From an optimization exercise on the open Yosys and OpenROAD flow, aimed at small area, a short achievable clock period and few clock cycles; shortcuts taken in it are not production practice. In this exercise RTL edits were held to simulation tests only and were not proved equivalent to the original. No activity file was given, so power comes from the tool's default toggle rates.

File: flow/design.v
module p18240_core (
  input  logic        clock,
  input  logic        reset_L,
  output logic [15:0] mem_addr,
  output logic [15:0] mem_wdata,
  output logic        mem_re,
  output logic        mem_we,
  input  logic [15:0] mem_rdata,
  output logic        halted);
  function automatic logic [16:0] add16(input logic [15:0] a, input logic [15:0] b,
                                        input logic ci);
    logic [16:0] g, p, gn, pn;
    g[0] = ci;
    p[0] = 1'b0;
    for (int i = 0; i < 16; i++) begin
      g[i+1] = a[i] & b[i];
      p[i+1] = a[i] ^ b[i];
    end
    for (int d = 1; d < 17; d = d * 2) begin
      gn = g;
      pn = p;
      for (int j = d; j < 17; j++) begin
        gn[j] = g[j] | (p[j] & g[j-d]);
        pn[j] = p[j] & p[j-d];
      end
      g = gn;
      p = pn;
    end
    for (int i = 0; i < 16; i++)
      add16[i] = a[i] ^ b[i] ^ g[i];
    add16[16] = g[16];
  endfunction
  logic        st_f, st_fw, st_e1, st_e2;    
  logic        halt_q;
  logic [15:0] pc, pc_n, sp, sp_n, t, t_n;
  logic [3:0]  cc;                           
  logic [2:0]  off;                          
  logic        tog, tog_n;                   
  logic [2:0]  k, k_n;                       
  logic        pend, pend_n;                 
  logic        swreq, aligned, swap, rbk;
  logic        fetch, taken;
  typedef struct packed {
    logic [7:0] a, b;        
    logic [2:0] ai;          
    logic one;               
    logic br;                
    logic imm;               
    logic spimm;             
    logic addsp, ldr, str, push, pop, rtn, rtnw, jsr, jsrw, stop, ldsp;
    logic to_fw;             
    logic to_e2;             
    logic e2rd;              
    logic e2we;              
    logic wd_ra;             
    logic [2:0] cond;        
    logic wr_a;              
    logic wr_t;              
    logic cc_e1, cc_fw;      
    logic xinv, yen, yinv, cin;
    logic r_sum, r_and, r_or, r_xor, r_sl, r_sr, r_fill, r_movb, r_sp;
    logic c_add, c_sub, c_inc, c_dec;  
  } ctrl_t;
  ctrl_t c, dec;
  always_comb begin
    logic [9:0] o;
    o = mem_rdata[15:6];
    dec = '0;
    dec.a[{mem_rdata[5] ^ tog_n, mem_rdata[4:3]}] = 1'b1;
    dec.ai = {mem_rdata[5] ^ tog_n, mem_rdata[4:3]};
    dec.b[{mem_rdata[2] ^ tog_n, mem_rdata[1:0]}] = 1'b1;
    case (o)
      10'h010: begin dec.imm = 1; dec.to_e2 = 1; dec.e2rd = 1;                  
                     dec.wr_t = 1; dec.cc_fw = 1; dec.r_movb = 1; end
      10'h018: begin dec.imm = 1; dec.to_e2 = 1; dec.e2we = 1; end              
      10'h020: begin dec.ldr = 1; dec.to_fw = 1;                                
                     dec.wr_t = 1; dec.cc_fw = 1; dec.r_movb = 1; end
      10'h028: begin dec.str = 1; end                                           
      10'h030: begin dec.imm = 1; dec.to_fw = 1;                                
                     dec.wr_t = 1; dec.cc_fw = 1; dec.r_movb = 1; end
      10'h038: begin dec.one = 1; dec.wr_a = 1; dec.cc_e1 = 1; dec.yen = 1;     
                     dec.r_sum = 1; dec.c_add = 1; end
      10'h03C: begin dec.addsp = 1; end                                         
      10'h040: begin dec.one = 1; dec.wr_a = 1; dec.cc_e1 = 1; dec.yen = 1;     
                     dec.yinv = 1; dec.cin = 1; dec.r_sum = 1; dec.c_sub = 1; end
      10'h048: begin dec.one = 1; dec.wr_a = 1; dec.xinv = 1; dec.cin = 1;      
                     dec.r_sum = 1; end
      10'h050: begin dec.one = 1; dec.wr_a = 1; dec.cc_e1 = 1; dec.cin = 1;     
                     dec.r_sum = 1; dec.c_inc = 1; end
      10'h058: begin dec.one = 1; dec.wr_a = 1; dec.cc_e1 = 1; dec.yinv = 1;    
                     dec.r_sum = 1; dec.c_dec = 1; end
      10'h060: begin dec.one = 1; dec.wr_a = 1; dec.cc_e1 = 1; dec.xinv = 1;    
                     dec.r_sum = 1; end
      10'h068: begin dec.one = 1; dec.wr_a = 1; dec.cc_e1 = 1; dec.r_and = 1; end  
      10'h070: begin dec.one = 1; dec.wr_a = 1; dec.cc_e1 = 1; dec.r_or = 1; end   
      10'h078: begin dec.one = 1; dec.wr_a = 1; dec.cc_e1 = 1; dec.r_xor = 1; end  
      10'h080: begin dec.one = 1; dec.wr_a = 1; dec.cc_e1 = 1; dec.r_sl = 1; end   
      10'h088: begin dec.one = 1; dec.wr_a = 1; dec.cc_e1 = 1; dec.r_sl = 1;       
                     dec.r_fill = 1; end
      10'h090: begin dec.one = 1; dec.wr_a = 1; dec.cc_e1 = 1; dec.r_sr = 1; end   
      10'h098: begin dec.one = 1; dec.wr_a = 1; dec.cc_e1 = 1; dec.r_sr = 1;       
                     dec.r_fill = 1; end
      10'h0A0: begin dec.one = 1; dec.br = 1; dec.cond = 3'd0; end
      10'h0A8: begin dec.one = 1; dec.br = 1; dec.cond = 3'd1; end
      10'h0B0: begin dec.one = 1; dec.br = 1; dec.cond = 3'd3; end
      10'h0B8: begin dec.one = 1; dec.br = 1; dec.cond = 3'd4; end
      10'h120: begin dec.one = 1; dec.br = 1; dec.cond = 3'd2; end
      10'h0C6: begin dec.one = 1; dec.br = 1; dec.cond = 3'd5; end
      10'h0C0: begin dec.stop = 1; end
      10'h0C4: begin dec.jsr = 1; dec.jsrw = 1; dec.to_e2 = 1; end              
      10'h0C5: begin dec.rtn = 1; dec.rtnw = 1; end                             
      10'h0C8: begin dec.push = 1; dec.wd_ra = 1; end                           
      10'h0D0: begin dec.pop = 1; dec.to_fw = 1; dec.wr_t = 1; dec.r_movb = 1; end  
      10'h0D8: begin dec.jsr = 1; dec.to_e2 = 1; end                            
      10'h0E0: begin dec.rtn = 1; end                                           
      10'h0E8: begin dec.one = 1; dec.wr_a = 1; dec.r_movb = 1; end             
      10'h0F0: begin dec.one = 1; dec.ldsp = 1; end                             
      10'h0F8: begin dec.one = 1; dec.wr_a = 1; dec.r_sp = 1; end               
      10'h100: begin dec.spimm = 1; dec.to_e2 = 1; dec.e2rd = 1;                
                     dec.wr_t = 1; dec.r_movb = 1; end
      10'h108: begin dec.spimm = 1; dec.to_e2 = 1; dec.e2we = 1;                
                     dec.wd_ra = 1; end
      10'h110: begin dec.imm = 1; dec.to_fw = 1; dec.cc_fw = 1; dec.yen = 1;    
                     dec.yinv = 1; dec.cin = 1; dec.r_sum = 1; dec.c_sub = 1; end
      10'h118: begin dec.one = 1; dec.cc_e1 = 1; dec.yen = 1; dec.yinv = 1;     
                     dec.cin = 1; dec.r_sum = 1; dec.c_sub = 1; end
      default: begin dec.one = 1; end                                           
    endcase
  end
  always_ff @(posedge clock)
    if (fetch) c <= dec;
  logic [15:0] w [0:7];                      
  logic [7:0]  wv;
  logic [63:0] sg [0:5];                     
  logic [3:0]  sv [0:5];
  logic [15:0] ra, rb, res;
  logic [7:0]  asel, bsel;
  logic        rf_we;
  logic [7:0] wv_n, asel_n, bsel_n;
  always_comb begin
    for (int i = 0; i < 8; i++) begin
      if (swap && rbk == i[2])
        wv_n[i] = sv[0][i[1:0]];
      else if (rf_we && c.ai == i[2:0])
        wv_n[i] = 1'b1;
      else
        wv_n[i] = wv[i];
    end
    if (fetch) begin
      asel_n = dec.a & wv_n;
      bsel_n = dec.b & wv_n;
    end else begin
      asel_n = asel;
      bsel_n = (st_e1 & c.to_fw) | (st_e2 & c.e2rd) ? 8'h00 : bsel;
    end
  end
  always_ff @(posedge clock) begin
    asel <= asel_n;
    bsel <= bsel_n;
  end
  always_comb begin
    ra = 16'h0000;
    rb = t & {16{st_fw}};
    for (int i = 0; i < 8; i++) begin
      ra = ra | (w[i] & {16{asel[i]}});
      rb = rb | (w[i] & {16{bsel[i]}});
    end
  end
  assign swreq   = pend | (st_e1 & (c.jsrw | c.rtnw));
  assign aligned = c.jsrw ? (k == 3'd0) : (k == 3'd1);
  assign swap    = swreq & aligned;
  assign rbk     = c.jsrw ? tog : ~tog;      
  assign tog_n   = tog ^ swap;
  assign pend_n  = swreq & ~swap;
  always_comb
    if (swap)           k_n = c.jsrw ? 3'd0 : 3'd5;
    else if (k == 3'd0) k_n = 3'd5;
    else                k_n = k - 3'd1;
  always_ff @(posedge clock) begin
    for (int i = 0; i < 5; i++) sg[i] <= sg[i+1];
    sg[5] <= swap ? {w[{rbk, 2'd3}], w[{rbk, 2'd2}], w[{rbk, 2'd1}], w[{rbk, 2'd0}]} : sg[0];
    for (int i = 0; i < 8; i++) begin
      if (swap && rbk == i[2])
        w[i] <= sg[0][16*i[1:0] +: 16];
      else if (rf_we && c.ai == i[2:0])
        w[i] <= res;
    end
  end
  always_ff @(posedge clock or negedge reset_L)
    if (~reset_L) begin
      for (int i = 0; i < 6; i++) sv[i] <= 4'h0;
      wv <= 8'h00;
    end else begin
      for (int i = 0; i < 5; i++) sv[i] <= sv[i+1];
      sv[5] <= swap ? wv[{rbk, 2'b00} +: 4] : sv[0];
      wv <= wv_n;
    end
  logic [15:0] x, y, sum, lres;
  logic        cout, zsum, zres, alu_c, alu_v;
  assign x = ra ^ {16{c.xinv}};
  assign y = (rb & {16{c.yen}}) ^ {16{c.yinv}};
  assign {cout, sum} = add16(x, y, c.cin);
  always_comb begin
    zsum = ((x[0] ^ y[0]) == c.cin);
    for (int i = 1; i < 16; i++)
      zsum = zsum & ((x[i] ^ y[i]) == (x[i-1] | y[i-1]));
  end
  always_comb begin
    lres = ({16{c.r_and}}  & (ra & rb))
         | ({16{c.r_or}}   & (ra | rb))
         | ({16{c.r_xor}}  & (ra ^ rb))
         | ({16{c.r_sl}}   & {ra[14:0], c.r_fill & ra[15]})
         | ({16{c.r_sr}}   & {c.r_fill & ra[15], ra[15:1]})
         | ({16{c.r_movb}} & rb)
         | ({16{c.r_sp}}   & sp);
  end
  assign res  = c.r_sum ? sum : lres;
  assign zres = c.r_sum ? zsum : (lres == 16'h0000);
  always_comb begin
    alu_c = (c.c_add & cout) | (c.c_inc & cout) | (c.c_dec & ~cout) |
            (c.c_sub & (~cout | zsum)) |
            (c.r_sl & ra[15]) | (c.r_sr & ra[0]);
    alu_v = ((c.c_add | c.c_sub) & (x[15] == y[15]) & (sum[15] != x[15])) |
            (c.c_inc & ra[15] & ~sum[15]) |
            (c.c_dec & ~ra[15] & sum[15]);
  end
  logic [15:0] pc_inc, pc_inc2, sp_inc, sp_dec, sp_imm;
  assign pc_inc  = pc + 16'd1;
  assign pc_inc2 = pc + 16'd2;
  assign sp_inc  = sp + 16'd1;
  assign sp_dec  = sp - 16'd1;
  assign sp_imm  = add16(sp, mem_rdata, 1'b0);
  always_comb
    case (c.cond)
      3'd0:    taken = 1'b1;
      3'd1:    taken = cc[3];
      3'd2:    taken = cc[2];
      3'd3:    taken = cc[1];
      3'd4:    taken = cc[0];
      default: taken = off[2] & off[1];
    endcase
  logic btaken, skip;
  assign btaken = c.br & taken;
  assign skip   = st_e1 & c.br;              
  assign fetch  = st_fw | (st_f & (~pend | aligned)) | (st_e1 & c.one & ~btaken);
  assign mem_we = (st_e1 & (c.str | c.push | c.jsr)) | (st_e2 & c.e2we);
  assign mem_re = ~mem_we & ~(st_e1 & c.stop) & ~(st_f & pend & ~aligned);
  logic as_pc, as_br, as_ra, as_rb, as_sp, as_spd, as_t;
  always_ff @(posedge clock or negedge reset_L)
    if (~reset_L)
      {as_pc, as_br, as_ra, as_rb, as_sp, as_spd, as_t} <= 7'b1000000;
    else if (fetch) begin
      as_pc  <= ~(dec.br | dec.str | dec.ldr | dec.pop | dec.rtn | dec.push | dec.jsr);
      as_br  <= dec.br;
      as_ra  <= dec.str;
      as_rb  <= dec.ldr;
      as_sp  <= dec.pop | dec.rtn;
      as_spd <= dec.push | dec.jsr;
      as_t   <= 1'b0;
    end else begin
      as_pc  <= ~(st_e1 & c.to_e2 & ~c.jsr);
      as_br  <= 1'b0;
      as_ra  <= 1'b0;
      as_rb  <= 1'b0;
      as_sp  <= 1'b0;
      as_spd <= 1'b0;
      as_t   <= st_e1 & c.to_e2 & ~c.jsr;    
    end
  always_comb begin
    mem_addr = ({16{as_pc | (as_br & taken)}} & pc)
             | ({16{as_br & ~taken}}          & pc_inc)
             | ({16{as_ra}}                   & ra)
             | ({16{as_rb}}                   & rb)
             | ({16{as_sp}}                   & sp)
             | ({16{as_spd}}                  & sp_dec)
             | ({16{as_t}}                    & t);
    mem_wdata = c.wd_ra ? ra : (c.jsr ? pc_inc : rb);
  end
  assign rf_we = (st_e1 & c.wr_a) | (st_fw & c.wr_t);
  always_comb begin
    if (fetch)
      pc_n = skip ? pc_inc2 : pc_inc;
    else if (st_e1 & (c.imm | c.spimm | c.addsp))
      pc_n = pc_inc;
    else if ((st_e1 & (c.rtn | btaken)) | (st_e2 & c.jsr))
      pc_n = mem_rdata;
    else
      pc_n = pc;
    if (st_e1 & c.addsp)               sp_n = sp_imm;
    else if (st_e1 & (c.pop | c.rtn))  sp_n = sp_inc;
    else if (st_e1 & (c.push | c.jsr)) sp_n = sp_dec;
    else if (st_e1 & c.ldsp)           sp_n = ra;
    else                               sp_n = sp;
    if (st_e1 & c.spimm)               t_n = sp_imm;
    else if ((st_e1 & (c.imm | c.ldr | c.pop)) | (st_e2 & c.e2rd))
                                       t_n = mem_rdata;
    else                               t_n = t;
  end
  assign halted = halt_q;
  always_ff @(posedge clock or negedge reset_L)
    if (~reset_L) begin
      st_f   <= 1'b1;
      st_fw  <= 1'b0;
      st_e1  <= 1'b0;
      st_e2  <= 1'b0;
      halt_q <= 1'b0;
      pc     <= 16'h0000;
      sp     <= 16'h0000;
      cc     <= 4'h0;
      off    <= 3'd0;
      tog    <= 1'b0;
      k      <= 3'd0;
      pend   <= 1'b0;
    end else begin
      st_e1  <= fetch | (st_e1 & c.stop);
      st_fw  <= (st_e1 & c.to_fw) | (st_e2 & c.e2rd);
      st_e2  <= st_e1 & c.to_e2;
      st_f   <= (st_e1 & (c.addsp | c.str | c.push | c.rtn | btaken)) |
                (st_e2 & ~c.e2rd) | (st_f & ~fetch);
      halt_q <= halt_q | (st_e1 & c.stop);
      pc     <= pc_n;
      sp     <= sp_n;
      if ((st_e1 & c.cc_e1) | (st_fw & c.cc_fw))
        cc   <= {zres, alu_c, res[15], alu_v};
      if (st_e1 & c.jsrw) off <= off + 3'd1;
      if (st_e1 & c.rtnw) off <= off - 3'd1;
      tog    <= tog_n;
      k      <= k_n;
      pend   <= pend_n;
    end
  always_ff @(posedge clock)
    t <= t_n;
endmodule
File: flow/run.sh
#!/bin/bash
# synth_recipe.tcl (not shown) runs the flow's synth.tcl, then flattens the netlist and writes it again
# the make line also repeats each setting of config.mk as NAME=value (left out here)
make -C /OpenROAD-flow-scripts/flow DESIGN_CONFIG=/design/flow/config.mk WORK_HOME=/design/flow/orfs CLKGATE_MAP_FILE= SYNTH_SCRIPT=/design/flow/synth_recipe.tcl finish
File: flow/config.mk
export PLATFORM = sky130hd
export DESIGN_NAME = p18240_core
export DESIGN_NICKNAME = p18240_core
export VERILOG_FILES = /design/flow/design.v
export SDC_FILE = /design/flow/constraint.sdc
export NUM_CORES = 4
export LEC_CHECK = 0
export CAP_MARGIN = 20
export CORE_MARGIN = 2
export CORE_UTILIZATION = 55
export CTS_CLUSTER_DIAMETER = 60
export CTS_CLUSTER_SIZE = 30
export PLACE_DENSITY = 0.7
export SETUP_SLACK_MARGIN = 5
export SLEW_MARGIN = 20
File: flow/constraint.sdc
create_clock -name core_clock -period 10.0 [get_ports {clock}]
set_input_delay 2.0000 -clock core_clock [delete_from_list [all_inputs] [get_ports {clock}]]
set_output_delay 2.0000 -clock core_clock [all_outputs]
set_load 0.01 [all_outputs]
==> results of run 1 <==
-- layer usage --
| layer | vias to the layer above | GRT usage, % | part of all wire, % |
|---|---|---|---|
| li1 | 10200 | - | - |
| met1 | 11000 | 46.8 | 39 |
| met2 | 1488 | 54.2 | 44 |
| met3 | 346 | 7.19 | 10 |
| met4 | 4 | 19.1 | 6.2 |
| met5 | - | 0 | 0.033 |
-- kinds of logic (layout without fill, tap and decap cells) --
kind of cell | after synthesis | in the layout | share of synthesized area, %
xor+xnor | 114 | 114 | 3.46
simple gates | 824 | 824 | 12.9
buf+inv | 282 | 405 | 3.73
compound gates | 701 | 701 | 16.9
fa+ha+maj | 95 | 95 | 4.19
flops | 679 | 679 | 55.8
mux | 87 | 87 | 3.05
-- final cells by class --
cell class | instances | area (um^2) | share of cell area, %
Sequential cell | 679 | 16100 | 48.8
Multi-Input combinational cell | 1821 | 12200 | 36.8
Timing Repair Buffer | 224 | 1910 | 5.78
Clock buffer | 49 | 1160 | 3.51
Tap cell | 680 | 851 | 2.57
Clock inverter | 31 | 474 | 1.43
Inverter | 101 | 379 | 1.15
-- worst max-delay path: cells and delay by family, from the launching register on --
family | cells | cell delay, ps
buf+inv | 1 | 610
compound gates | 2 | 480
flops | 1 | 460
simple gates | 3 | 420
fa+ha+maj | 1 | 250
xor+xnor | 1 | 240
-- power by group --
part	switching (mW)	internal, mW
Clock	1.08	0.952
Combinational	0.0626	0.0302
Sequential	0.000268	2.82
-- timing repair --
action	CTS	global route
buffers inserted	94	42
hold endpoints to repair	0	0
hold buffers	0	0
endpoints found under the setup margin	32	67
resized for setup	109	73
pin swaps	27	43
-- sequential cells by signal, summed over array words and instances (netlist names), 3 cells and up --
name / flops
off: 3
wv: 8
w: 128
asel: 8
c: 47
k: 3
cc: 4
bsel: 8
sg: 384
sp: 16
sv: 24
pc: 16
t: 16
-- worst paths after layout --
path,slack (ps),depth (start not counted),to,start
setup / recovery,4940,8,mem_wdata[9],pc[1]
hold / removal,320,0,sg[1][39],sg[2][39]
setup reg to reg,5310,16,w[7][9],bsel[2]
hold reg to reg,320,0,sg[1][39],sg[2][39]
max in group asynchronous,7370,2,sp[5],reset_L
min in group asynchronous,1410,1,pc[14],reset_L
-- through the flow --
step	cell area (um^2)	instances	setup WS, ps	total power [mW]
3_3_place_gp	29900	3369	4610	2.97
5_1_grt	33100	3585	4880	5.09
3_5_place_dp	29900	3369	4650	2.98
2_1_floorplan	28900	2782	5750	2.93
6_report	33100	3585	4940	4.95
4_1_cts	32600	3543	4900	4.98
-- cell usage in the layout (no fill, tap or decap), types with 45 or more instances in the layout --
cell	netlist	final
a21oi_1	82	76
a22oi_1	103	90
buf_4	0	154
clkbuf_16	0	46
dfrtp_1	86	62
dfxtp_1	384	384
edfxtp_1	207	207
ha_1	91	88
inv_1	99	98
mux2i_1	79	76
nand2_1	315	313
nand3_1	80	62
nor2_1	225	222
o21a_1	65	65
o21ai_0	184	169
xnor2_1	49	45
xor2_1	65	61
==> impl_metrics.py, run 1 <==
metrics = {
    "floorplan": {
        "ios": 53,
        "coreArea_um2": 51600,
        "start_util_pct": 55.9,
        "die_h_um": 233,
        "die-area_um2": 54300,
        "fp-row-count": 83,
        "die_width_um": 233,
    },
    "clocking": {
        "cts_inserted_buffers": 43,
        "cts_tree": "yes",
        "root_buffer": "clkbuf_16",
        "insertion_delay_ps": 630,
        "clk_pin_slew_ps": 90,
        "htreeDepth": 2,
        "cts_num_sinks": 679,
        "clk_path_buf_depth": 3,
    },
    "yosys": {
        "async_flop_share_pct": 13.0,
        "synth_cell_types": 81,
        "ys_ff_latch": 679,
        "synthTopCellsByArea": "dfxtp_1 27%, edfxtp_1 22%, dfrtp_1 7.5%",
        "ys_warn_count": 4,
        "syn_avg_cell_area_um2": 10.4,
        "syn-cell-area_um2": 28900,
        "synth_top_area_share_pct": 26.6,
        "syn_nets": 2894,
        "ys_seq_area_share_pct": 55.8,
        "post-synth-top-count-cell": "dfxtp_1",
        "synth_flop_cell": "dfxtp_1",
        "synthCells": 2782,
        "synth_common_cells": "384 x dfxtp_1, 315 x nand2_1, 225 x nor2_1",
        "synth_top_cell_by_area": "dfxtp_1",
        "synth-edff-count": 207,
    },
    "place": {
        "gp_congestion": 1.01,
        "port_buffers": 52,
        "hpwl_um": 66200,
    },
    "timing": {
        "whs_ps": 320,
        "fin_crit_ps": 5060,
        "drv_slew": 0,
        "finalSetupViolCount": 0,
        "slew_headroom_pct": 31.1,
        "worst_pin_slew_ps": 1030,
        "max_freq_ghz": 0.198,
        "rsz0062_at_grt": "yes",
        "tns_ps": 0,
        "finalHoldViolCount": 0,
        "period_share_pct": 50.6,
        "skew_ps": 47.9,
    },
    "setup_path": {
        "cp_max_fo": 6,
        "crit_slowest_cell": "clkdlybuf4s50_1",
        "required_ps": 8000,
        "path_cells": "ha_2 -> and3_2 -> nand3_1 -> xor2_1 -> a21oi_1 -> nor2_1 -> a21oi_1 -> clkdlybuf4s50_1",
        "worstSetupStartpointType": "flip-flop",
        "max_stage_delay_ps": 610,
        "critPathMostFrequentCell": "a21oi_1",
        "cp-end-kind": "output pin",
        "crit_arrival_ps": 3060,
        "crit_type": "flip-flop to output pin",
    },
    "finish": {
        "fin_util_pct": 64.1,
        "nFillCells": 4145,
        "layout-drive-gt1-share_pct": 13.8,
        "diodes": 0,
        "syn2layout_area_growth_pct": 14.7,
        "nets": 2982,
    },
    "global_routing": {
        "grt_max_degree": 97,
        "grt_pass1_vias": 21800,
        "grt_pass1_wl_um": 142000,
        "track_usage_pct": 35.2,
        "antenna_found_initial": 2,
        "gr-total-overflow": 0,
    },
    "route": {
        "wl_um": 96400,
        "via_per_inst": 6.42,
        "wire_per_inst_um": 26.9,
        "via_count": 23000,
        "ant_nets": 0,
        "dr.pass1.iters": 9,
        "initialDrtViolationCount": 3238,
        "drc_errors": 0,
    },
    "power": {
        "p_per_area_nw_per_um2": 150,
        "ir_drop_v": 0.000180,
        "power.leakage_nw": 13.8,
    },
    "status": {
        "status": "finished clean",
    },
    "min_path": {
        "hold_class": "flip-flop to flip-flop",
    },
    "job": {
        "maxCapViolations": 0,
    },
}
Testbench counts, summed over its fixed seeds: cycles 26,823.
==> inputs of run 2 (changes only) <==
--- a/flow/design.v
+++ b/flow/design.v
@@ -149,4 +149,4 @@
     if (fetch) begin
-      asel_n = dec.a & wv_n;
-      bsel_n = dec.b & wv_n;
+      asel_n = (dec.ldr ? dec.b : dec.a) & wv_n;
+      bsel_n = (dec.wd_ra ? dec.a : dec.b) & wv_n;
     end else begin
@@ -247,6 +247,6 @@
   assign mem_re = ~mem_we & ~(st_e1 & c.stop) & ~(st_f & pend & ~aligned);
-  logic as_pc, as_br, as_ra, as_rb, as_sp, as_spd, as_t;
+  logic as_pc, as_br, as_ra, as_sp, as_spd, as_t;
   always_ff @(posedge clock or negedge reset_L)
     if (~reset_L)
-      {as_pc, as_br, as_ra, as_rb, as_sp, as_spd, as_t} <= 7'b1000000;
+      {as_pc, as_br, as_ra, as_sp, as_spd, as_t} <= 6'b100000;
     else if (fetch) begin
@@ -254,4 +254,3 @@
       as_br  <= dec.br;
-      as_ra  <= dec.str;
-      as_rb  <= dec.ldr;
+      as_ra  <= dec.str | dec.ldr;
       as_sp  <= dec.pop | dec.rtn;
@@ -263,3 +262,2 @@
       as_ra  <= 1'b0;
-      as_rb  <= 1'b0;
       as_sp  <= 1'b0;
@@ -272,3 +270,2 @@
              | ({16{as_ra}}                   & ra)
-             | ({16{as_rb}}                   & rb)
              | ({16{as_sp}}                   & sp)
@@ -276,3 +273,3 @@
              | ({16{as_t}}                    & t);
-    mem_wdata = c.wd_ra ? ra : (c.jsr ? pc_inc : rb);
+    mem_wdata = c.jsr ? pc_inc : rb;
   end
--- a/flow/config.mk
+++ b/flow/config.mk
@@ -9,6 +9,6 @@
 export CORE_MARGIN = 2
-export CORE_UTILIZATION = 55
+export CORE_UTILIZATION = 40
 export CTS_CLUSTER_DIAMETER = 60
 export CTS_CLUSTER_SIZE = 30
-export PLACE_DENSITY = 0.7
+export PLACE_DENSITY = 0.6
 export SETUP_SLACK_MARGIN = 5
==> run 2 against run 1 <==
Global-route usage shrank 10 points. Sequential power is essentially flat. Non-clock buffer count shrank 47. Register-to-register slack lost 40 ps. Synthesized area grew 0.12%. Routed wire length shrank 2.1%. Sequential share of layout area shrank 0.46 points. First-iteration DRC count shrank 18%. Critical path type unchanged. Critical endpoint is now mem_addr[11]. Largest cell class unchanged. Highest routed layer unchanged.
==> impl_metrics.py, run 2 <==
metrics = {
    "yosys": {
        "synth-edff-count": 206,
        "syn-cell-area_um2": 28900,
        "ys_warn_count": 4,
        "synthTopCellsByArea": "dfxtp_1 27%, edfxtp_1 21%, dfrtp_1 7.4%",
        "post-synth-top-count-cell": "dfxtp_1",
        "synth_top_cell_by_area": "dfxtp_1",
        "synth_common_cells": "384 x dfxtp_1, 299 x nand2_1, 214 x nor2_1",
        "synthCells": 2735,
        "syn_nets": 2847,
        "async_flop_share_pct": 12.9,
        "synth_cell_types": 88,
        "syn_avg_cell_area_um2": 10.6,
        "synth_flop_cell": "dfxtp_1",
        "ys_ff_latch": 677,
        "ys_seq_area_share_pct": 55.6,
        "synth_top_area_share_pct": 26.6,
    },
    "timing": {
        "fin_crit_ps": 5150,
        "drv_slew": 0,
        "skew_ps": 46.7,
        "finalSetupViolCount": 0,
        "worst_pin_slew_ps": 1080,
        "tns_ps": 0,
        "max_freq_ghz": 0.194,
        "worst_slack_ps": 4850,
        "rsz0062_at_grt": "yes",
        "slew_headroom_pct": 28.0,
        "period_share_pct": 51.5,
        "whs_ps": 303,
        "finalHoldViolCount": 0,
    },
    "finish": {
        "diodes": 0,
        "largest-register": "sg",
        "layout_commonest_cell": "dfxtp_1",
        "top_regs": "sg x384, w x128, c x46",
        "layout-drive-gt1-share_pct": 12.3,
        "final_cell_mix": "384 x dfxtp_1, 297 x nand2_1, 206 x nor2_1, 206 x edfxtp_1, 108 x buf_4",
        "largest_reg_flops": 384,
        "fin_util_pct": 46.6,
        "nets": 2901,
        "fin_cells": 3778,
        "design_area_um2": 33300,
        "syn2layout_area_growth_pct": 15.2,
    },
    "floorplan": {
        "die-area_um2": 74400,
        "die_width_um": 273,
        "ios": 53,
        "coreArea_um2": 71500,
        "die_h_um": 273,
        "fp-row-count": 98,
        "start_util_pct": 40.4,
    },
    "place": {
        "hpwl_um": 63600,
        "place_area_um2": 30200,
        "port_buffers": 52,
        "gp_congestion": 0.954,
        "place_inst": 3593,
        "dp_worst_setup_slack_ps": 4610,
    },
    "setup_path": {
        "crit_arrival_ps": 3150,
        "r2r_slack_ps": 5270,
        "cp_max_fo": 6,
        "cp-end-kind": "output pin",
        "required_ps": 8000,
        "worstSetupStartpointType": "flip-flop",
        "crit_type": "flip-flop to output pin",
    },
    "global_routing": {
        "grt_pass1_vias": 21600,
        "track_usage_pct": 24.9,
        "grt_max_degree": 77,
        "grt_pass1_wl_um": 139000,
        "antenna_found_initial": 3,
        "gr-total-overflow": 0,
    },
    "power": {
        "p_clk_share_pct": 43.0,
        "p_per_area_nw_per_um2": 153,
        "power.switching_mw": 1.21,
        "power_mw": 5.10,
        "ir_drop_v": 0.000148,
        "seqPwrFrac_pct": 55.2,
        "combPwrFrac_pct": 1.8,
        "internal_power_mw": 3.89,
        "netSwitchingFraction_pct": 23.7,
        "power.leakage_nw": 13.6,
    },
    "route": {
        "drc_errors": 0,
        "via_per_inst": 5.87,
        "dr.pass1.iters": 11,
        "wl_um": 94400,
        "ant_nets": 0,
        "initialDrtViolationCount": 2671,
        "wire_per_inst_um": 25.0,
        "via_count": 22200,
    },
    "clocking": {
        "cts_tree": "yes",
        "clk_pin_slew_ps": 100,
        "clk_path_buf_depth": 3,
        "insertion_delay_ps": 650,
        "cts_num_sinks": 677,
        "htreeDepth": 2,
        "root_buffer": "clkbuf_16",
        "cts_inserted_buffers": 48,
    },
    "min_path": {
        "hold_class": "flip-flop to flip-flop",
    },
    "status": {
        "status": "finished clean",
    },
    "job": {
        "maxCapViolations": 0,
    },
}
[run 2: cell types whose count changed after synthesis, sizes merged, moves of 12 or more]
cell and change:
nor3 +13, o21ai -30, a21oi +20, nand2 -16, clkbuf -16, nor2 -12, a22o -13
[run 2: what timing repair did]
action / 4_1_cts / 5_1_grt
gates resized for setup: 75 / 31
pin swaps: 24 / 13
endpoints found under the setup margin: 47 / 31
hold buffers: 0 / 0
buffers inserted: 80 / 16
[run 2: layout make-up]
cell class	count	area, um^2
Multi-Input combinational cell	1780	12200
Fill cell	6505	38200
Clock buffer	56	1310
Sequential cell	677	16100
Inverter	105	394
Timing Repair Buffer	177	1660
Tap cell	950	1190
Clock inverter	33	505
[run 2: per-layer routing]
| metal | global-route usage (%) | share of wire, % |
|---|---|---|
| met4 | 12.9 | 5.8 |
| met5 | 0 | 0.029 |
| met3 | 4.51 | 9.2 |
| met1 | 33.7 | 41 |
| met2 | 38.1 | 44 |
[run 2: worst max-delay path, cell delays in order (launching register included)]
cell	delay, ps
dfrtp_1	510
nor4_2	420
nand3b_1	250
nor3_2	200
xor2_1	250
a21boi_2	140
o311ai_0	150
clkdlybuf4s50_1	620
[run 2: logic make-up (layout without fill, tap and decap cells)]
kind of cell,count (synthesis),in the layout,share of synthesized area (%)
compound gates,693,693,16.9
xor+xnor,120,120,3.77
fa+ha+maj,95,95,4.18
buf+inv,278,371,4.02
flops,677,677,55.6
mux,88,88,3.09
simple gates,784,784,12.5
[run 2: power groups by stage]
stage / registers, mW / clock network [mW] / logic, mW
floorplan: 2.88 / 0 / 0.0526
global placement: 2.88 / 0 / 0.0896
detailed placement: 2.88 / 0 / 0.0909
CTS: 2.82 / 2.24 / 0.0912
global route: 2.82 / 2.33 / 0.101
finish: 2.82 / 2.19 / 0.0922
[run 2: path summary, 6_finish.rpt]
check	cells after the start	start	endpoint
setup / recovery	7	sp[7]	mem_addr[11]
hold / removal	0	sg[2][38]	sg[1][38]
setup reg to reg	17	bsel[6]	w[1][14]
hold reg to reg	0	sg[2][38]	sg[1][38]
max in group asynchronous	2	reset_L	sp[3]
min in group asynchronous	1	reset_L	pc[7]
Testbench counts of run 2, summed over its fixed seeds: cycles 26,823.
==> inputs of run 3 (changes only) <==
--- a/flow/design.v
+++ b/flow/design.v
@@ -50,2 +50,3 @@
     logic addsp, ldr, str, push, pop, rtn, rtnw, jsr, jsrw, stop, ldsp;
+    logic spd;               
     logic to_fw;             
@@ -109,7 +110,7 @@
       10'h0C0: begin dec.stop = 1; end
-      10'h0C4: begin dec.jsr = 1; dec.jsrw = 1; dec.to_e2 = 1; end              
+      10'h0C4: begin dec.jsr = 1; dec.jsrw = 1; dec.to_e2 = 1; dec.spd = 1; end              
       10'h0C5: begin dec.rtn = 1; dec.rtnw = 1; end                             
-      10'h0C8: begin dec.push = 1; dec.wd_ra = 1; end                           
+      10'h0C8: begin dec.push = 1; dec.wd_ra = 1; dec.spd = 1; end                           
       10'h0D0: begin dec.pop = 1; dec.to_fw = 1; dec.wr_t = 1; dec.r_movb = 1; end  
-      10'h0D8: begin dec.jsr = 1; dec.to_e2 = 1; end                            
+      10'h0D8: begin dec.jsr = 1; dec.to_e2 = 1; dec.spd = 1; end                            
       10'h0E0: begin dec.rtn = 1; end                                           
@@ -149,4 +150,4 @@
     if (fetch) begin
-      asel_n = (dec.ldr ? dec.b : dec.a) & wv_n;
-      bsel_n = (dec.wd_ra ? dec.a : dec.b) & wv_n;
+      asel_n = dec.a & wv_n;
+      bsel_n = dec.b & wv_n;
     end else begin
@@ -226,7 +227,6 @@
   end
-  logic [15:0] pc_inc, pc_inc2, sp_inc, sp_dec, sp_imm;
+  logic [15:0] pc_inc, pc_inc2, sp_pm, sp_imm;
   assign pc_inc  = pc + 16'd1;
   assign pc_inc2 = pc + 16'd2;
-  assign sp_inc  = sp + 16'd1;
-  assign sp_dec  = sp - 16'd1;
+  assign sp_pm   = sp + {{15{c.spd}}, 1'b1};    
   assign sp_imm  = add16(sp, mem_rdata, 1'b0);
@@ -247,6 +247,6 @@
   assign mem_re = ~mem_we & ~(st_e1 & c.stop) & ~(st_f & pend & ~aligned);
-  logic as_pc, as_br, as_ra, as_sp, as_spd, as_t;
+  logic as_pc, as_br, as_ra, as_rb, as_sp, as_spd, as_t;
   always_ff @(posedge clock or negedge reset_L)
     if (~reset_L)
-      {as_pc, as_br, as_ra, as_sp, as_spd, as_t} <= 6'b100000;
+      {as_pc, as_br, as_ra, as_rb, as_sp, as_spd, as_t} <= 7'b1000000;
     else if (fetch) begin
@@ -254,3 +254,4 @@
       as_br  <= dec.br;
-      as_ra  <= dec.str | dec.ldr;
+      as_ra  <= dec.str;
+      as_rb  <= dec.ldr;
       as_sp  <= dec.pop | dec.rtn;
@@ -262,2 +263,3 @@
       as_ra  <= 1'b0;
+      as_rb  <= 1'b0;
       as_sp  <= 1'b0;
@@ -270,6 +272,7 @@
              | ({16{as_ra}}                   & ra)
+             | ({16{as_rb}}                   & rb)
              | ({16{as_sp}}                   & sp)
-             | ({16{as_spd}}                  & sp_dec)
+             | ({16{as_spd}}                  & sp_pm)
              | ({16{as_t}}                    & t);
-    mem_wdata = c.jsr ? pc_inc : rb;
+    mem_wdata = c.wd_ra ? ra : (c.jsr ? pc_inc : rb);
   end
@@ -286,4 +289,4 @@
     if (st_e1 & c.addsp)               sp_n = sp_imm;
-    else if (st_e1 & (c.pop | c.rtn))  sp_n = sp_inc;
-    else if (st_e1 & (c.push | c.jsr)) sp_n = sp_dec;
+    else if (st_e1 & (c.pop | c.rtn))  sp_n = sp_pm;
+    else if (st_e1 & (c.push | c.jsr)) sp_n = sp_pm;
     else if (st_e1 & c.ldsp)           sp_n = ra;
--- a/flow/config.mk
+++ b/flow/config.mk
@@ -9,6 +9,6 @@
 export CORE_MARGIN = 2
-export CORE_UTILIZATION = 40
+export CORE_UTILIZATION = 55
 export CTS_CLUSTER_DIAMETER = 60
 export CTS_CLUSTER_SIZE = 30
-export PLACE_DENSITY = 0.6
+export PLACE_DENSITY = 0.7
 export SETUP_SLACK_MARGIN = 5
==> run 3 against run 2 <==
Non-clock buffer count fell by 12. First-iteration DRC count rose by 9.7%. Critical path depth unchanged. Clock skew fell by 15 ps. Cell area down 2.5%. Maximum frequency shrank 1.6%. Sequential share of layout area up 1.5 points. Flip-flop and latch count increased by 3. Via count down 1.6%. Power down 2.6%. Synthesized area shrank 1.0%.
==> impl_metrics.py, run 3 <==
metrics = {
    "status": {
        "status": "finished clean",
    },
    "global_routing": {
        "grt_max_degree": 99,
        "track_usage_pct": 31.2,
        "gr-total-overflow": 0,
        "antenna_found_initial": 0,
        "grt_pass1_wl_um": 128000,
        "grt_pass1_vias": 21200,
    },
    "timing": {
        "max_freq_ghz": 0.191,
        "whs_ps": 309,
        "worst_pin_slew_ps": 1110,
        "rsz0062_at_grt": "yes",
        "slew_headroom_pct": 25.9,
        "finalSetupViolCount": 0,
        "skew_ps": 32.0,
        "period_share_pct": 52.4,
        "tns_ps": 0,
        "drv_slew": 0,
        "finalHoldViolCount": 0,
        "fin_crit_ps": 5240,
    },
    "yosys": {
        "ys_seq_area_share_pct": 56.4,
        "syn-cell-area_um2": 28600,
        "syn_nets": 2842,
        "synth_top_area_share_pct": 26.9,
        "async_flop_share_pct": 12.9,
        "synthTopCellsByArea": "dfxtp_1 27%, edfxtp_1 22%, dfrtp_1 7.5%",
        "post-synth-top-count-cell": "dfxtp_1",
        "synth_flop_cell": "dfxtp_1",
        "synthCells": 2717,
        "synth-edff-count": 208,
        "ys_ff_latch": 680,
        "syn_avg_cell_area_um2": 10.5,
        "synth_common_cells": "384 x dfxtp_1, 350 x nand2_1, 208 x edfxtp_1",
        "ys_warn_count": 4,
        "synth_top_cell_by_area": "dfxtp_1",
        "synth_cell_types": 78,
    },
    "setup_path": {
        "critical_path.top_delay_family": "compound AO/OA/AOI/OAI gates",
        "path_cells": "buf_4 -> a22oi_1 -> nand4_1 -> a222oi_1 -> o211ai_1 -> a221o_1 -> buf_2",
        "crit_arrival_ps": 3240,
        "crit_slowest_cell": "a222oi_1",
        "cp-end-kind": "output pin",
        "cp_max_fo": 16,
        "worstSetupStartpointType": "flip-flop",
        "required_ps": 8000,
        "max_stage_delay_ps": 630,
        "crit_type": "flip-flop to output pin",
        "critPathBufInv": 2,
    },
    "floorplan": {
        "die_h_um": 232,
        "fp-row-count": 83,
        "die_width_um": 232,
        "die-area_um2": 53800,
        "start_util_pct": 55.6,
        "ios": 53,
        "coreArea_um2": 51400,
    },
    "route": {
        "via_count": 21800,
        "initialDrtViolationCount": 2929,
        "wire_per_inst_um": 24.1,
        "ant_nets": 0,
        "dr.pass1.iters": 6,
        "wl_um": 83700,
        "drc_errors": 0,
        "via_per_inst": 6.28,
    },
    "finish": {
        "largest_reg_flops": 384,
        "diodes": 0,
        "syn2layout_area_growth_pct": 13.4,
        "layout-drive-gt1-share_pct": 11.5,
        "nets": 2887,
        "top_regs": "sg x384, w x128, c x48",
        "final_cell_mix": "384 x dfxtp_1, 342 x nand2_1, 208 x edfxtp_1, 182 x nor2_1, 158 x o21ai_0",
        "largest-register": "sg",
        "design_area_um2": 32400,
        "fin_cells": 3476,
        "fin_util_pct": 63.1,
        "layout_commonest_cell": "dfxtp_1",
    },
    "place": {
        "place_area_um2": 29700,
        "gp_congestion": 0.996,
        "port_buffers": 52,
        "place_inst": 3324,
        "hpwl_um": 57600,
    },
    "clocking": {
        "htreeDepth": 2,
        "clk_path_buf_depth": 3,
        "insertion_delay_ps": 620,
        "postCtsHoldBufs": 0,
        "root_buffer": "clkbuf_16",
        "clk_pin_slew_ps": 100,
        "cts_tree": "yes",
        "cts_inserted_buffers": 42,
        "cts_num_sinks": 680,
    },
    "min_path": {
        "hold_class": "flip-flop to flip-flop",
    },
    "power": {
        "p_per_area_nw_per_um2": 153,
        "ir_drop_v": 0.000157,
        "power.leakage_nw": 13.4,
    },
    "job": {
        "maxCapViolations": 0,
    },
}
[run 3: logic make-up (layout without fill, tap and decap cells)]
logic type	count (synthesis)	in the layout	synth area share, %
fa+ha+maj	107	107	4.79
compound gates	691	691	16.6
mux	85	85	3.02
buf+inv	265	344	3.53
simple gates	777	777	12.1
flops	680	680	56.4
xor+xnor	112	112	3.51
[run 3: final timing paths]
kind / start / end / slack [ps] / cells after the start
min reg2reg: sg[2][44] / sg[1][44] / 310 / 0
min in group asynchronous: reset_L / cc[0] / 1340 / 1
max: asel[0] / mem_addr[12] / 4760 / 7
max reg2reg: bsel[1] / w[1][15] / 5410 / 16
min: sg[2][44] / sg[1][44] / 310 / 0
max in group asynchronous: reset_L / pc[0] / 7510 / 2
[run 3: routing by layer]
metal,vias to the layer above,part of all wire (%),GRT usage (%)
met3,219,11,5.87
met1,10500,42,44.7
met5,-,0,0
met2,1301,44,47.1
met4,0,3.8,11.6
li1,9835,-,-
[run 3: timing repair]
action	in CTS	in global routing
endpoints found under the setup margin	32	26
buffers inserted	51	21
resized for setup	129	37
hold endpoints to repair	0	0
pin swaps	52	50
cloned	1	0
[run 3: through the flow]
| step | total power [mW] | worst slack (ps) |
|---|---|---|
| final | 4.96 | 4760 |
| after detailed placement | 2.98 | 4600 |
| after global routing | 5.10 | 4650 |
| after CTS | 4.99 | 4800 |
| after floorplan | 2.95 | 5470 |
| after global placement | 2.98 | 4620 |
[run 3: power by group]
part           switching, mW  internal [mW]  total [mW]  leakage [nW]
clock network           1.04          0.992        2.04         0.771
logic                 0.0603         0.0358      0.0962          6.67
registers            0.00248           2.83        2.83          5.96
total                   1.11           3.86        4.96          13.4
[run 3: cell type report]
| type | instances | area [um^2] |
|---|---|---|
| Multi-Input combinational cell | 1772 | 11900 |
| Fill cell | 4062 | 19000 |
| Clock buffer | 51 | 1180 |
| Inverter | 101 | 379 |
| Timing Repair Buffer | 165 | 1510 |
| Tap cell | 680 | 851 |
| Clock inverter | 27 | 443 |
| Sequential cell | 680 | 16100 |
Testbench counts of run 3, summed over its fixed seeds: cycles 26,823.
==> inputs of run 4 (changes only) <==
--- a/flow/config.mk
+++ b/flow/config.mk
@@ -9,6 +9,6 @@
 export CORE_MARGIN = 2
-export CORE_UTILIZATION = 55
+export CORE_UTILIZATION = 40
 export CTS_CLUSTER_DIAMETER = 60
 export CTS_CLUSTER_SIZE = 30
-export PLACE_DENSITY = 0.7
+export PLACE_DENSITY = 0.6
 export SETUP_SLACK_MARGIN = 5
==> run 4 against run 3 <==
Cell area grew 2.6%. Synthesized cell count is the same. Still clean. Non-clock buffer count grew 27. First-iteration DRC count shrank 7.5%. Largest power group unchanged. Combinational power grew 2.8%. Critical path depth grew 4. Hold slack lost 4.6 ps.
==> impl_metrics.py, run 4 <==
metrics = {
    "power": {
        "combPwrFrac_pct": 2.0,
        "p_per_area_nw_per_um2": 150,
        "power.leakage_nw": 13.6,
        "ir_drop_v": 0.000146,
        "seqPwrFrac_pct": 56.6,
        "netSwitchingFraction_pct": 23.4,
        "p_clk_share_pct": 41.4,
        "internal_power_mw": 3.83,
        "power.switching_mw": 1.17,
    },
    "yosys": {
        "synthTopCellsByArea": "dfxtp_1 27%, edfxtp_1 22%, dfrtp_1 7.5%",
        "synth_top_area_share_pct": 26.9,
        "synth-edff-count": 208,
        "synth_cell_types": 78,
        "ys_ff_latch": 680,
        "synth_top_cell_by_area": "dfxtp_1",
        "post-synth-top-count-cell": "dfxtp_1",
        "async_flop_share_pct": 12.9,
        "syn_nets": 2842,
        "synthCells": 2717,
        "ys_seq_area_share_pct": 56.4,
        "ys_warn_count": 4,
        "syn_avg_cell_area_um2": 10.5,
        "synth_common_cells": "384 x dfxtp_1, 350 x nand2_1, 208 x edfxtp_1",
        "syn-cell-area_um2": 28600,
        "synth_flop_cell": "dfxtp_1",
    },
    "floorplan": {
        "die_h_um": 271,
        "fp-row-count": 98,
        "coreArea_um2": 71100,
        "die-area_um2": 73700,
        "die_width_um": 271,
        "start_util_pct": 40.2,
        "ios": 53,
    },
    "finish": {
        "seqCellArea_um2": 16100,
        "largest_reg_flops": 384,
        "top_regs": "sg x384, w x128, c x48",
        "design_area_um2": 33300,
        "multi_input_area_um2": 12100,
        "layout-drive-gt1-share_pct": 13.5,
        "fin_util_pct": 46.8,
        "nFillCells": 6547,
        "nets": 2917,
        "syn2layout_area_growth_pct": 16.3,
        "layout_commonest_cell": "dfxtp_1",
        "largest-register": "sg",
        "final_cell_mix": "384 x dfxtp_1, 345 x nand2_1, 208 x edfxtp_1, 179 x nor2_1, 161 x o21ai_0",
    },
    "route": {
        "initialDrtViolationCount": 2710,
        "ant_nets": 0,
        "via_per_inst": 5.75,
        "via_count": 21700,
        "dr.pass1.iters": 6,
        "wire_per_inst_um": 23.2,
        "drc_errors": 0,
        "wl_um": 87600,
    },
    "setup_path": {
        "crit_type": "flip-flop to output pin",
        "crit_arrival_ps": 3200,
        "cp-end-kind": "output pin",
        "worstSetupStartpointType": "flip-flop",
        "r2r_slack_ps": 5390,
        "r2r_start": "asel[2]",
        "rr_endpoint": "w[0][15]",
        "required_ps": 8000,
        "cp_max_fo": 6,
        "rr_worst_depth": 18,
    },
    "timing": {
        "fin_crit_ps": 5200,
        "finalSetupViolCount": 0,
        "worst_pin_slew_ps": 1110,
        "worst_slack_ps": 4800,
        "finalHoldViolCount": 0,
        "max_freq_ghz": 0.192,
        "tns_ps": 0,
        "slew_headroom_pct": 26.1,
        "whs_ps": 304,
        "skew_ps": 35.7,
        "rsz0062_at_grt": "yes",
        "period_share_pct": 52.0,
        "drv_slew": 0,
    },
    "status": {
        "status": "finished clean",
    },
    "place": {
        "port_buffers": 52,
        "place_area_um2": 30100,
        "hpwl_um": 59900,
        "gp_congestion": 0.964,
        "dp_worst_setup_slack_ps": 4580,
    },
    "job": {
        "maxCapViolations": 0,
    },
    "min_path": {
        "whs_endpoint": "sg[1][7]",
        "hold_class": "flip-flop to flip-flop",
        "hp-start": "sg[2][7]",
        "holdPathStages": 0,
    },
    "clocking": {
        "root_buffer": "clkbuf_16",
        "postCtsHoldBufs": 0,
        "clk_pin_slew_ps": 100,
        "cts_tree": "yes",
        "cts_inserted_buffers": 45,
        "insertion_delay_ps": 630,
        "cts_num_sinks": 680,
        "clk_path_buf_depth": 3,
        "htreeDepth": 2,
    },
    "global_routing": {
        "gr-total-overflow": 0,
        "grt_max_degree": 90,
        "grt_pass1_wl_um": 133000,
        "grt_pass1_vias": 21200,
        "track_usage_pct": 23.3,
        "antenna_found_initial": 2,
    },
}
==> run 4: per-stage QoR <==
step,power [mW],std cells
final,5.00,3780
after floorplan,2.95,2717
after global placement,2.99,3602
after global routing,5.16,3779
after CTS,5.04,3746
after detailed placement,2.99,3602
==> run 4: worst max path at each step <==
stage	start	endpoint	slack, ps	cells past startpoint
global route	c[29]	mem_addr[14]	4710	12
finish	c[29]	mem_addr[14]	4800	11
floorplan	c[29]	mem_addr[14]	5470	8
detailed placement	mem_rdata[3]	t[15]	4580	11
CTS	c[29]	mem_addr[15]	4820	15
global placement	c[29]	mem_addr[13]	4560	10
==> run 4: timing repair <==
item	in CTS	in global routing
endpoints found under the setup margin	32	24
buffers inserted	59	29
gates cloned	1	3
gates resized for setup	166	49
pin swaps	65	46
==> run 4: layer usage <==
metal  routed length (um)  up-vias  GRT usage, %
li1                     -     9889             -
met1                37900    10600          32.7
met2                38800     1062          36.1
met3                 7730      203          4.77
met4                 3140        4          7.78
met5                   89        -             0
==> run 4: power by group through the flow <==
stage          registers [mW]  clock network (mW)  logic [mW]
3_5_place_dp             2.89                   0      0.0932
3_3_place_gp             2.89                   0      0.0925
5_1_grt                  2.83                2.22       0.108
6_report                 2.83                2.07      0.0989
4_1_cts                  2.83                2.12      0.0962
2_1_floorplan            2.89                   0      0.0560
==> run 4: cells by family (layout without fill, tap and decap cells) <==
logic type | Yosys count | after routing | share of synthesized area, %
adder cells (fa/ha/maj) | 107 | 107 | 4.79
other | 0 | 1 | 0
XOR/XNOR | 112 | 112 | 3.51
buffers and inverters | 265 | 377 | 3.53
multiplexers | 85 | 85 | 3.02
AO/OA/AOI/OAI | 691 | 691 | 16.6
AND/OR/NAND/NOR | 777 | 777 | 12.1
flip-flops | 680 | 680 | 56.4
==> run 4: area by class of cell <==
cell class	count	share of cell area, %
Clock buffer	52	3.62
Inverter	101	1.14
Tap cell	950	3.57
Antenna cell	1	0.00752
Multi-Input combinational cell	1772	36.2
Sequential cell	680	48.5
Timing Repair Buffer	192	5.41
Clock inverter	32	1.47
==> run 4: worst max-delay path, stage by stage (launching register included) <==
cell       delay [ps]
edfxtp_1          450
buf_12            180
fa_2              340
a21o_1            170
a21oi_2           180
nor2b_2            90
o2111ai_2         250
buf_4             160
a31oi_1            90
xor2_1            210
a221o_1           330
buf_2             150

## afterwards: timing with drivers on the ports
How much do the figures lean on ideal ports? The routed layouts below were timed once more, with nothing changed but the port constraints.
Step 1, drivers: a clkbuf_16 drives clock and a buf_2 each remaining input, both assumed.
Step 2 also shifts input and output timing later by t, the mid clock arrival at the registers, as if the neighbouring blocks saw the same clock.
Three values: ideal, step 1, step 2; two values: the first two.
run | shift t [ns] | slack for setup (ns) | worst hold slack (ns) | worst slew at a driven data input, ns
run 1 | 0.667 | 4.937 / 4.870 / 4.658 | 0.320 / 0.320 / 0.320 | 0.03
run 2 | 0.690 | 4.845 / 4.776 / 4.575 | 0.303 / 0.303 / 0.303 | 0.05
run 3 | 0.663 | 4.760 / 4.702 / 4.549 | 0.309 / 0.309 / 0.309 | 0.04
run 4 | 0.676 | 4.804 / 4.738 / 4.566 | 0.304 / 0.304 / 0.304 | 0.04
After both steps setup and hold are still met in every run listed. For run 1, which loses most, drivers alone change the setup slack by -0.067 ns; drivers and shift together by -0.279 ns.
